What follows belongs to an exercise in optimizing a design on an open flow for small area; a production flow would make more cautious choices. RTL that was checked went through simulation tests only; none was proved equivalent to the original. The flow treats the clock pin as an ideal source, which a real chip does not have. Power and IR drop assume default switching activity.

==> inputs of v16 <==
==> flow/design.v <==
module hft(
  input  clk,
  input  rst_n,
  input  rx,
  output tx
);
  reg [3:0] rph;
  reg [7:0] rcnt;
  wire rterm = (rcnt == 8'd216);
  wire rdata = (rph >= 4'd2) && (rph <= 4'd9);
  wire [2:0] ridx = rph[2:0] - 3'd2;        
  wire samp = rdata && rterm;                
  wire bev  = (rph == 4'd10) && rterm;       
  always @(posedge clk) begin
    if (!rst_n) begin
      rph <= 4'd0;
    end else begin
      case (rph)
        4'd0: begin
          rcnt <= 8'd108;
          if (!rx) rph <= 4'd1;
        end
        4'd11: rph <= 4'd0;
        default: begin
          rcnt <= rterm ? 8'd0 : rcnt + 8'd1;
          if (rterm) begin
            if (rph == 4'd1 && rx) rph <= 4'd0;
            else rph <= rph + 4'd1;
          end
        end
      endcase
    end
  end
  reg [4:0] pb;
  reg       ok;         
  reg [1:0] cmp;        
  reg       buy;        
  wire chk_start = (pb == 5'd0);
  wire chk_addr  = (pb == 5'd1);
  wire chk_stop  = (pb == 5'd18);
  wire exp_bit   = chk_start ? ridx[2] : chk_stop ? ~ridx[2] : 1'b0;
  wire vol       = (pb >= 5'd10) && (pb <= 5'd17);
  wire [1:0] vb  = pb[1:0] ^ 2'b10;          
  wire kbit      = (ridx == 3'd1) || (ridx == 3'd3);
  wire [1:0] prev = (vb == 2'd0 && ridx == 3'd0) ? 2'b00 : cmp;
  wire accept    = bev && chk_stop && ok;
  always @(posedge clk) begin
    if (!rst_n) begin
      pb <= 5'd0;
    end else begin
      if (rph == 4'd0 && chk_start) ok <= 1'b1;
      else if (samp && (chk_start || chk_addr || chk_stop) && (rx != exp_bit)) ok <= 1'b0;
      if (samp && vol) begin
        case (vb)
          2'd0: cmp <= (rx && !kbit) ? 2'b10 : (!rx && kbit) ? 2'b01 : prev;
          2'd1: if (rx) cmp <= 2'b10;
          default: if (rx && cmp == 2'b00) cmp <= 2'b10;
        endcase
      end
      if (bev && pb == 5'd13) buy <= cmp[1];
      if (bev) begin
        if (chk_start) pb <= ok ? 5'd1 : 5'd0;
        else if (chk_stop) pb <= 5'd0;
        else pb <= pb + 5'd1;
      end
    end
  end
  reg [3:0] tbi;
  reg [2:0] tby;
  reg [7:0] tcnt;
  wire tterm = (tcnt == 8'd216);
  wire sell = cmp[1];
  reg dbit;
  always @(*) begin
    case ({tby, tbi})
      {3'd0, 4'd8}: dbit = 1'b1;
      {3'd2, 4'd1}: dbit = sell & ~buy;
      {3'd2, 4'd2}: dbit = buy;
      {3'd3, 4'd1}: dbit = 1'b1;
      {3'd7, 4'd1}: dbit = 1'b1;
      default:      dbit = 1'b0;
    endcase
  end
  assign tx = (tbi == 4'd0) ? 1'b0 : (tbi >= 4'd9) ? 1'b1 : dbit;
  localparam [7:0] LEAD = 8'd216 - 8'd11;
  always @(posedge clk) begin
    if (!rst_n) begin
      tbi <= 4'd10;
    end else if (accept) begin
      tbi <= 4'd15;
      tby <= 3'd0;
      tcnt <= LEAD;
    end else if (tbi != 4'd10) begin
      tcnt <= tterm ? ((tbi == 4'd8) ? 8'd254 : 8'd0) : tcnt + 8'd1;
      if (tterm) begin
        if (tbi == 4'd9) begin
          tbi <= (tby == 3'd7) ? 4'd10 : 4'd0;
          tby <= tby + 3'd1;
        end else begin
          tbi <= tbi + 4'd1;
        end
      end
    end
  end
endmodule
==> flow/run.sh <==
#!/bin/bash
# synth_recipe.tcl (not shown) runs the flow's synth.tcl, then flattens the netlist and writes it again
# the make line also repeats each setting of config.mk as NAME=value (left out here)
make -C /OpenROAD-flow-scripts/flow DESIGN_CONFIG=/design/flow/config.mk WORK_HOME=/design/flow/orfs CLKGATE_MAP_FILE= SYNTH_SCRIPT=/design/flow/synth_recipe.tcl finish
==> flow/config.mk <==
export PLATFORM = sky130hd
export DESIGN_NAME = hft
export DESIGN_NICKNAME = hft
export VERILOG_FILES = /design/flow/design.v
export SDC_FILE = /design/flow/constraint.sdc
export NUM_CORES = 4
export LEC_CHECK = 0
export CAP_MARGIN = 20
export CORE_MARGIN = 2
export CORE_UTILIZATION = 40
export SLEW_MARGIN = 20
==> flow/constraint.sdc <==
create_clock -name core_clock -period 10.0 [get_ports {clk}]
set_input_delay 2.0000 -clock core_clock [delete_from_list [all_inputs] [get_ports {clk}]]
set_output_delay 2.0000 -clock core_clock [all_outputs]
set_load 0.01 [all_outputs]
==> v39: changes against v16 <==
==> flow/design.v, changed modules only <==
module hft(
  input  clk,
  input  rst_n,
  input  rx,
  output tx
);
  localparam [7:0] RP      = 8'b10101010;
  localparam [7:0] K_START = 8'he6;     
  localparam [7:0] T_RX    = 8'he2;     
  localparam [7:0] T_TX    = 8'haa;     
  reg [3:0] rph;
  reg [7:0] rq;
  wire [7:0] r = rq ^ RP;
  wire rterm = ({r[7:6], r[4:0]} == {T_RX[7:6], T_RX[4:0]});
  wire ridle = (rph == 4'd0);
  wire [2:0] ridx = rph[2:0];
  wire samp = rph[3] && rterm;               
  wire bev  = (rph == 4'd2) && rterm;        
  always @(posedge clk) begin
    rq <= (ridle ? K_START : {r[6:0], r[7] ^ r[4]}) ^ RP;
    if (!rst_n) begin
      rph <= 4'd0;
    end else begin
      case (rph)
        4'd0: if (!rx) rph <= 4'd1;
        4'd1: if (rterm) rph <= rx ? 4'd0 : 4'd8;
        4'd2: if (rterm) rph <= 4'd3;
        4'd3: rph <= 4'd0;
        4'd15: if (rterm) rph <= 4'd2;
        default: if (rterm) rph <= {1'b1, ridx[2] ^ (ridx[1] & ridx[0]), ridx[1] ^ ridx[0], ~ridx[0]};
      endcase
    end
  end
  reg [2:0] pg;
  reg [1:0] ps;
  reg       ok;         
  reg       gt, lt;     
  reg       buy;        
  wire g0 = ~pg[2] & ~pg[0];
  wire chk_start = g0 & ps[0];
  wire chk_addr  = g0 & ~ps[0];
  wire chk_stop  = pg[2] & ~pg[1];
  wire exp_bit   = chk_start ? ridx[2] : chk_stop ? ~ridx[2] : 1'b0;
  wire vol       = pg[2] & pg[1];
  wire kbit      = ridx[0] & ~ridx[2];       
  wire accept    = bev && chk_stop && ok;
  always @(posedge clk) begin
    if (ridle && chk_start) ok <= 1'b1;
    else if (samp && (g0 || chk_stop) && (rx != exp_bit)) ok <= 1'b0;
    if (samp && vol) begin
      case (ps)
        2'b00: begin                         
          if (rx != kbit) begin gt <= rx; lt <= ~rx; end
          else if (ridx == 3'd0) begin gt <= 1'b0; lt <= 1'b0; end
        end
        2'b01: if (rx) begin gt <= 1'b1; lt <= 1'b0; end    
        default: if (rx && !lt) gt <= 1'b1;                 
      endcase
    end
    if (bev && pg == 3'b111 && ps == 2'b10) buy <= gt;
    if (!rst_n) begin
      pg <= 3'b000;
      ps <= 2'b11;
    end else if (bev) begin
      if (chk_start) begin
        if (ok) ps <= 2'b10;
      end else if (chk_stop) begin
        pg <= 3'b000;
        ps <= 2'b11;
      end else begin
        ps <= {ps[0], ~ps[1]};
        if (ps == 2'b10) pg <= {pg[1:0], ~pg[2]};
      end
    end
  end
  reg [3:0] tph;
  reg [2:0] tby;
  reg [7:0] t;
  wire tterm = ({t[7:2], t[0]} == {T_TX[7:2], T_TX[0]});
  wire tidle = (tph == 4'd0);
  wire tgap  = (tph == 4'd6);
  reg dbit;
  always @(*) begin
    case ({tby, tph[2:0]})
      {3'd0, 3'd7}: dbit = 1'b1;
      {3'd2, 3'd0}: dbit = gt & ~buy;
      {3'd2, 3'd1}: dbit = buy;
      {3'd3, 3'd0}: dbit = 1'b1;
      {3'd7, 3'd0}: dbit = 1'b1;
      default:      dbit = 1'b0;
    endcase
  end
  assign tx = tph[3] ? dbit : (tph != 4'd7);
  always @(posedge clk) begin
    t <= {t[6:0], tidle ? r[0] : (t[7] ^ (t[4] & ~tgap))};
    if (!rst_n) begin
      tph <= 4'd0;
    end else if (accept) begin
      tph <= 4'd5;
      tby <= 3'd0;
    end else if (tterm) begin
      case (tph)
        4'd0: ;
        4'd1: begin
          tph <= (tby == 3'd7) ? 4'd0 : 4'd6;
          tby <= {tby[2] ^ (tby[1] & tby[0]), tby[1] ^ tby[0], ~tby[0]};
        end
        4'd5, 4'd6: tph <= 4'd7;
        4'd7: tph <= 4'd8;
        4'd15: tph <= 4'd1;
        default: tph <= {1'b1, tph[2] ^ (tph[1] & tph[0]), tph[1] ^ tph[0], ~tph[0]};
      endcase
    end
  end
endmodule
==> comparison table <==
quantity                                                                               v39                    v16
Synth top area share                                                                 32.7%                  26.7%
Count of inserted tapcells                                                              52                     77
Simple-gate area share of the yosys netlist                                          25.9%                  26.1%
Multiplexer share of the synthesized area                                            1.63%                  1.98%
Number of DRC markers after the initial detailed-route iteration                        72                     54
Clock Latency Late Sink                                                             280 ps                 290 ps
Via count normalized by instance count                                                5.65                   5.56
Clk power                                                                           105 uW                 111 uW
Net count, final                                                                       214                    301
Fmax                                                                               233 MHz                242 MHz
Worst hold path endpoint                                                              t[2]                    buy
Switching part of the total                                                          33.0%                  25.4%
Routed wirelength normalized by instance count                                     13.9 um                14.3 um
Core area                                                                        4380 um^2              6310 um^2
Slew @ Worst Pin                                                                    458 ps                 748 ps
Comb pwr share                                                                       29.1%                   9.7%
Net switching power                                                                 144 uW                77.7 uW
Clock Skews                                                                        3.58 ps                9.94 ps
Outcome                                                   no timing/DRC/antenna violations  no timing/DRC/antenna violations
Arrival time at the worst endpoint                                                 2300 ps                2130 ps
Number of nets in the synthesized netlist                                              210                    299
Min-delay src                                                                         t[1]                 cmp[1]
Most frequent cell after synthesis                                sky130_fd_sc_hd__dfxtp_1  sky130_fd_sc_hd__ha_1
Die area                                                                         5160 um^2              7130 um^2
Function not checked in v16: the RTL went through the layout flow alone.

========
==> inputs of job 2342 <==
hft with an RTL version that a note above also has.
clock: 10.0 ns
lec_check: 0
cap_margin: 20
core_margin: 2
core_utilization: 40
slew_margin: 20
standard.sh (not shown) runs the stock make flow with config.mk's settings and CLKGATE_MAP_FILE= SYNTH_SCRIPT=/design/flow/synth_recipe.tcl, a recipe that flattens the netlist after the stock synthesis.
==> flow/flow/run.sh <==
#!/bin/bash
# Own layout flow: the standard synthesis, then the combinational logic of
# its netlist is re-mapped by ABC for area (registers, their names and cell
# types untouched), then the standard layout steps from the synthesized
# netlist on.
set -euo pipefail
W=$PWD
R=$W/orfs/results/sky130hd/hft/base
LIB=$FLOW_HOME/platforms/sky130hd/lib/sky130_fd_sc_hd__tt_025C_1v80.lib

bash standard.sh synth > standard_synth.log 2>&1

cp $R/1_2_yosys.v $W/std_synth_netlist.v
cat > $W/remap.ys <<EOS
read_liberty -ignore_miss_func $LIB
setattr -mod -set keep_hierarchy 1 sky130_fd_sc_hd__dfxtp_1 sky130_fd_sc_hd__edfxtp_1
read_verilog $W/std_synth_netlist.v
hierarchy -top hft
flatten
rename -hide w:*.*
opt_clean
abc -script $W/flow/area.abc -liberty $LIB $(cat $W/flow/dontuse.txt)
opt_clean
hilomap -singleton -hicell sky130_fd_sc_hd__conb_1 HI -locell sky130_fd_sc_hd__conb_1 LO
setattr -mod -set blackbox 1 sky130_fd_sc_hd__*
tee -o $W/remap_stat.log stat -liberty $LIB
write_verilog -noattr -nohex -nodec $W/remap_netlist.v
EOS
yosys -l $W/remap.log -s $W/remap.ys > /dev/null 2>&1

# Check that the re-mapped logic equals the standard netlist's (flip-flops cut
# into ports, then a SAT proof); keep the standard netlist otherwise.
python3 $W/flow/cut.py $W/std_synth_netlist.v $W/cec_a.v
python3 $W/flow/cut.py $W/remap_netlist.v $W/cec_b.v
if yosys -l $W/cec.log -p "read_liberty -ignore_miss_func $LIB; read_verilog $W/cec_a.v; rename hft gold; read_verilog $W/cec_b.v; rename hft gate; miter -equiv -flatten -make_assert gold gate miter; hierarchy -top miter; flatten; opt -fast; sat -verify -prove-asserts miter" > /dev/null 2>&1; then
  cp $W/remap_netlist.v $R/1_2_yosys.v
  echo "remapped netlist used" > $W/cec_result.log
else
  echo "equivalence check failed: standard netlist kept" > $W/cec_result.log
fi
rm -f $R/1_synth.odb $R/1_synth.sdc

# Port buffers as in the standard flow, but the smallest buffer cell.
export BUFFER_PORTS_ARGS="-buffer_cell sky130_fd_sc_hd__buf_1"
bash standard.sh place > standard_place.log 2>&1

# Clock tree by hand (flow/clkins.tcl): a root buffer and two or more
# clkbuf_8 leaves; the CTS step then finds no net to buffer.
cat > $W/clkins_run.tcl <<EOS
read_db $R/3_place.odb
read_liberty $LIB
read_sdc $R/3_place.sdc
source $FLOW_HOME/platforms/sky130hd/setRC.tcl
source $W/flow/clkins.tcl
clk_insert sky130_fd_sc_hd__clkbuf_1 sky130_fd_sc_hd__clkbuf_8 \$::env(NBUF)
detailed_placement
set_propagated_clock [all_clocks]
estimate_parasitics -placement
set mx 0
foreach p [get_pins -hierarchical */CLK] { set s [get_property \$p slew_max]; if {\$s > \$mx} {set mx \$s} }
puts "MAXCLKSLEW \$mx"
if {\$mx <= 0.118} { write_db $R/3_place_clk.odb }
EOS
for nb in 2 3 4; do
  NBUF=$nb openroad -no_init -exit $W/clkins_run.tcl > $W/clkins_$nb.log 2>&1
  if [[ -f $R/3_place_clk.odb ]]; then break; fi
done
mv $R/3_place_clk.odb $R/3_place.odb

export CTS_ARGS="-clk_nets clk -repair_clock_nets -dont_use_dummy_load -buf_list sky130_fd_sc_hd__clkbuf_8"
bash standard.sh finish > standard_finish.log 2>&1
==> flow/flow/area.abc <==
strash
dc2
&get -n
&deepsyn -T 20
&put
&get -n
&dch -f
&nf -a -R 1000
&put
==> flow/flow/clkins.tcl <==
# Clock tree by hand: the clock port drives one root buffer (RBUF), which
# drives NB leaf buffers (BUF); each leaf feeds the flip-flops of one vertical
# slice of the placement and sits at their centroid. The port's net then has
# a single sink, so the CTS step leaves it alone.
proc clk_insert {RBUF BUF NB} {
  set block [ord::get_db_block]
  set clknet [$block findNet clk]
  set sinks {}
  foreach it [$clknet getITerms] {
    set loc [[$it getInst] getLocation]
    lappend sinks [list [lindex $loc 0] [lindex $loc 1] $it]
  }
  set sinks [lsort -integer -index 0 $sinks]
  set n [llength $sinks]
  set rnet [odb::dbNet_create $block clknet_root]
  $rnet setSigType CLOCK
  set tx 0; set ty 0
  for {set g 0} {$g < $NB} {incr g} {
    set lo [expr {$g * $n / $NB}]
    set hi [expr {($g + 1) * $n / $NB - 1}]
    set inst [odb::dbInst_create $block [[ord::get_db] findMaster $BUF] clkbuf_leaf_$g]
    set net [odb::dbNet_create $block clknet_leaf_$g]
    $net setSigType CLOCK
    set sx 0; set sy 0; set k 0
    foreach s [lrange $sinks $lo $hi] {
      set it [lindex $s 2]
      $it disconnect
      $it connect $net
      set sx [expr {$sx + [lindex $s 0]}]; set sy [expr {$sy + [lindex $s 1]}]; incr k
    }
    [$inst findITerm A] connect $rnet
    [$inst findITerm X] connect $net
    $inst setLocation [expr {$sx / $k}] [expr {$sy / $k}]
    $inst setPlacementStatus PLACED
    set tx [expr {$tx + $sx / $k}]; set ty [expr {$ty + $sy / $k}]
  }
  set root [odb::dbInst_create $block [[ord::get_db] findMaster $RBUF] clkbuf_root]
  [$root findITerm A] connect $clknet
  [$root findITerm X] connect $rnet
  $root setLocation [expr {$tx / $NB}] [expr {$ty / $NB}]
  $root setPlacementStatus PLACED
}
==> flow/flow/cut.py <==
# Combinational view of a netlist for the equivalence check in run.sh: each
# flip-flop becomes a top-level input (its Q) and outputs (its D and DE).
# cut.py in.v out.v : replace flop instances by top-level ports (combinational view)
import re,sys
s=open(sys.argv[1]).read()
m=re.search(r'module hft\((.*?)\);',s,re.S)
ports=[]; decl=[]; assigns=[]
def repl(mo):
    typ,name,body=mo.group(1),mo.group(2),mo.group(3)
    conns=dict(re.findall(r'\.(\w+)\(([^()]*)\)',body))
    key=re.sub(r'[^A-Za-z0-9_]','_',name.strip().lstrip('\\'))
    out=[]
    for p,n in conns.items():
        n=n.strip()
        if p=='CLK': continue
        if p=='Q':
            ports.append(f'ffq_{key}'); decl.append(f'  input ffq_{key};'); out.append(f'  assign {n} = ffq_{key} ;')
        else:
            ports.append(f'ffd_{p}_{key}'); decl.append(f'  output ffd_{p}_{key};'); out.append(f'  assign ffd_{p}_{key} = {n} ;')
    return '\n'.join(out)+'\n'
s=re.sub(r'sky130_fd_sc_hd__(e?dfxtp_\d)\s+(\\\S+\s|\S+)\s*\((.*?)\);',repl,s,flags=re.S)
ports.sort()
s=s.replace(m.group(0),'module hft('+m.group(1)+', '+', '.join(ports)+');\n'+'\n'.join(decl),1)
open(sys.argv[2],'w').write(s)
Other scripts of this flow, unchanged in this note and not shown: flow/flow/dontuse.txt
==> job 4676 (differences from job 2342) <==
==> flow/flow/run.sh (replaced) <==
#!/bin/bash
# Own layout flow: the standard synthesis, then the combinational logic of
# its netlist is re-mapped by ABC for area (registers, their names and cell
# types untouched), then the standard layout steps from the synthesized
# netlist on.
set -euo pipefail
W=$PWD
R=$W/orfs/results/sky130hd/hft/base
LIB=$FLOW_HOME/platforms/sky130hd/lib/sky130_fd_sc_hd__tt_025C_1v80.lib

bash standard.sh synth > standard_synth.log 2>&1

cp $R/1_2_yosys.v $W/std_synth_netlist.v
cat > $W/remap.ys <<EOS
read_liberty -ignore_miss_func $LIB
setattr -mod -set keep_hierarchy 1 sky130_fd_sc_hd__dfxtp_1 sky130_fd_sc_hd__edfxtp_1
read_verilog $W/std_synth_netlist.v
hierarchy -top hft
flatten
rename -hide w:*.*
opt_clean
abc -script $W/flow/area.abc -liberty $LIB $(cat $W/flow/dontuse.txt)
opt_clean
hilomap -singleton -hicell sky130_fd_sc_hd__conb_1 HI -locell sky130_fd_sc_hd__conb_1 LO
setattr -mod -set blackbox 1 sky130_fd_sc_hd__*
tee -o $W/remap_stat.log stat -liberty $LIB
write_verilog -noattr -nohex -nodec $W/remap_netlist.v
EOS
yosys -l $W/remap.log -s $W/remap.ys > /dev/null 2>&1

cp $W/remap_netlist.v $R/1_2_yosys.v
rm -f $R/1_synth.odb $R/1_synth.sdc

# CTS without dummy loads, clkbuf_8 only
export CTS_ARGS="-sink_clustering_enable -repair_clock_nets -sink_clustering_size 40 -sink_clustering_max_diameter 200 -dont_use_dummy_load -buf_list sky130_fd_sc_hd__clkbuf_8"
bash standard.sh finish > standard_finish.log 2>&1
==> flow/flow/area.abc (replaced) <==
strash
&get -n
&fraig -x
&put
dc2
dc2
&get -n
&dch -f
&nf -a -R 1000
&put
removed: flow/flow/clkins.tcl
removed: flow/flow/cut.py
==> job 5474 (differences from job 2342) <==
--- a/flow/flow/run.sh
+++ b/flow/flow/run.sh
@@ -42,4 +42,2 @@
 
-# Port buffers as in the standard flow, but the smallest buffer cell.
-export BUFFER_PORTS_ARGS="-buffer_cell sky130_fd_sc_hd__buf_1"
 bash standard.sh place > standard_place.log 2>&1
==> comparison <==
Job 4676 passed the timing, DRC and antenna checks. Job 2342 ran to the end with no violations. Job 5474 produced a clean layout.
Utilization: job 5474 > job 4676 > job 2342.
Combinational power: job 2342 < job 5474 < job 4676.
Of job 4676 and job 5474, job 5474 has the higher sequential share of layout area (gap 2.6 points).
Critical path depth is the same in job 5474 and job 2342.
Register-to-register slack: job 2342 is better than job 5474 (0.06 ns).
Clock skew: job 5474 < job 2342 < job 4676.
==> figures <==
|  | job 4676 | job 5474 | job 2342 |
|---|---|---|---|
| Outcome | no timing/DRC/antenna violations | no timing/DRC/antenna violations | no timing/DRC/antenna violations |
| Worst setup startpoint | tph[2] | tby[0] | tby[0] |
| Rows | 22 | 21 | 21 |
| Share of final-layout standard cells stronger than drive strength 1 | 3.51% | 1.75% | 1.75% |
| Post-synth design cell area | 0.00150 sq mm | 0.00145 sq mm | 0.00145 sq mm |
| Fraction of area in registers | 47.0% | 49.6% | 50.2% |
| TAP cells | 48 | 46 | 46 |
| Peak VDD IR | 0.0983 mV | 0.0979 mV | 0.144 mV |
| Lkg Pwr | 0.588 nW | 0.566 nW | 0.557 nW |
| Reported combinational group power | 0.0000620 W | 0.00000951 W | 0.00000902 W |
| Pre-CTS setup slack | 5.85 ns | 6.25 ns | 6.63 ns |
| WL final | 2850 um | 2500 um | 2600 um |
| Gate count after technology mapping | 162 | 165 | 165 |
| Overall fraction of global-route tracks in use | 15.7% | 12.4% | 12.9% |

-- afterwards: timing with drivers on the ports --
No port has a modelled driver above. Below, the same layouts with a new extraction and two added sets of constraints.
Step 1 sets driving cells, clkbuf_16 on the clock port and buf_2 on the other inputs (assumed; they add their load-dependent delay and slew).
Step 2 moves the port delays by t, midway between the first and last clock arrival at a register: inputs arrive t later, outputs are due t later. That takes back most of the time a late clock gives input paths.
Slacks: ideal / step 1 / step 2; pairs: ideal / step 1.
run | t (ns) | slack for setup (ns) | worst slew at a driven data input, ns
v16 | 0.316 | 5.874 / 5.844 / 6.160 | 0.03
v39 | 0.306 | 5.701 / 5.675 / 5.981 | 0.03
job 2342 | 0.382 | 6.515 / 6.495 / 6.604 | 0.03
job 4676 | 0.299 | 5.792 / 5.769 / 5.857 | 0.03
job 5474 | 0.365 | 6.139 / 6.118 / 6.240 | 0.03
After both steps setup and hold are still met in every run listed.
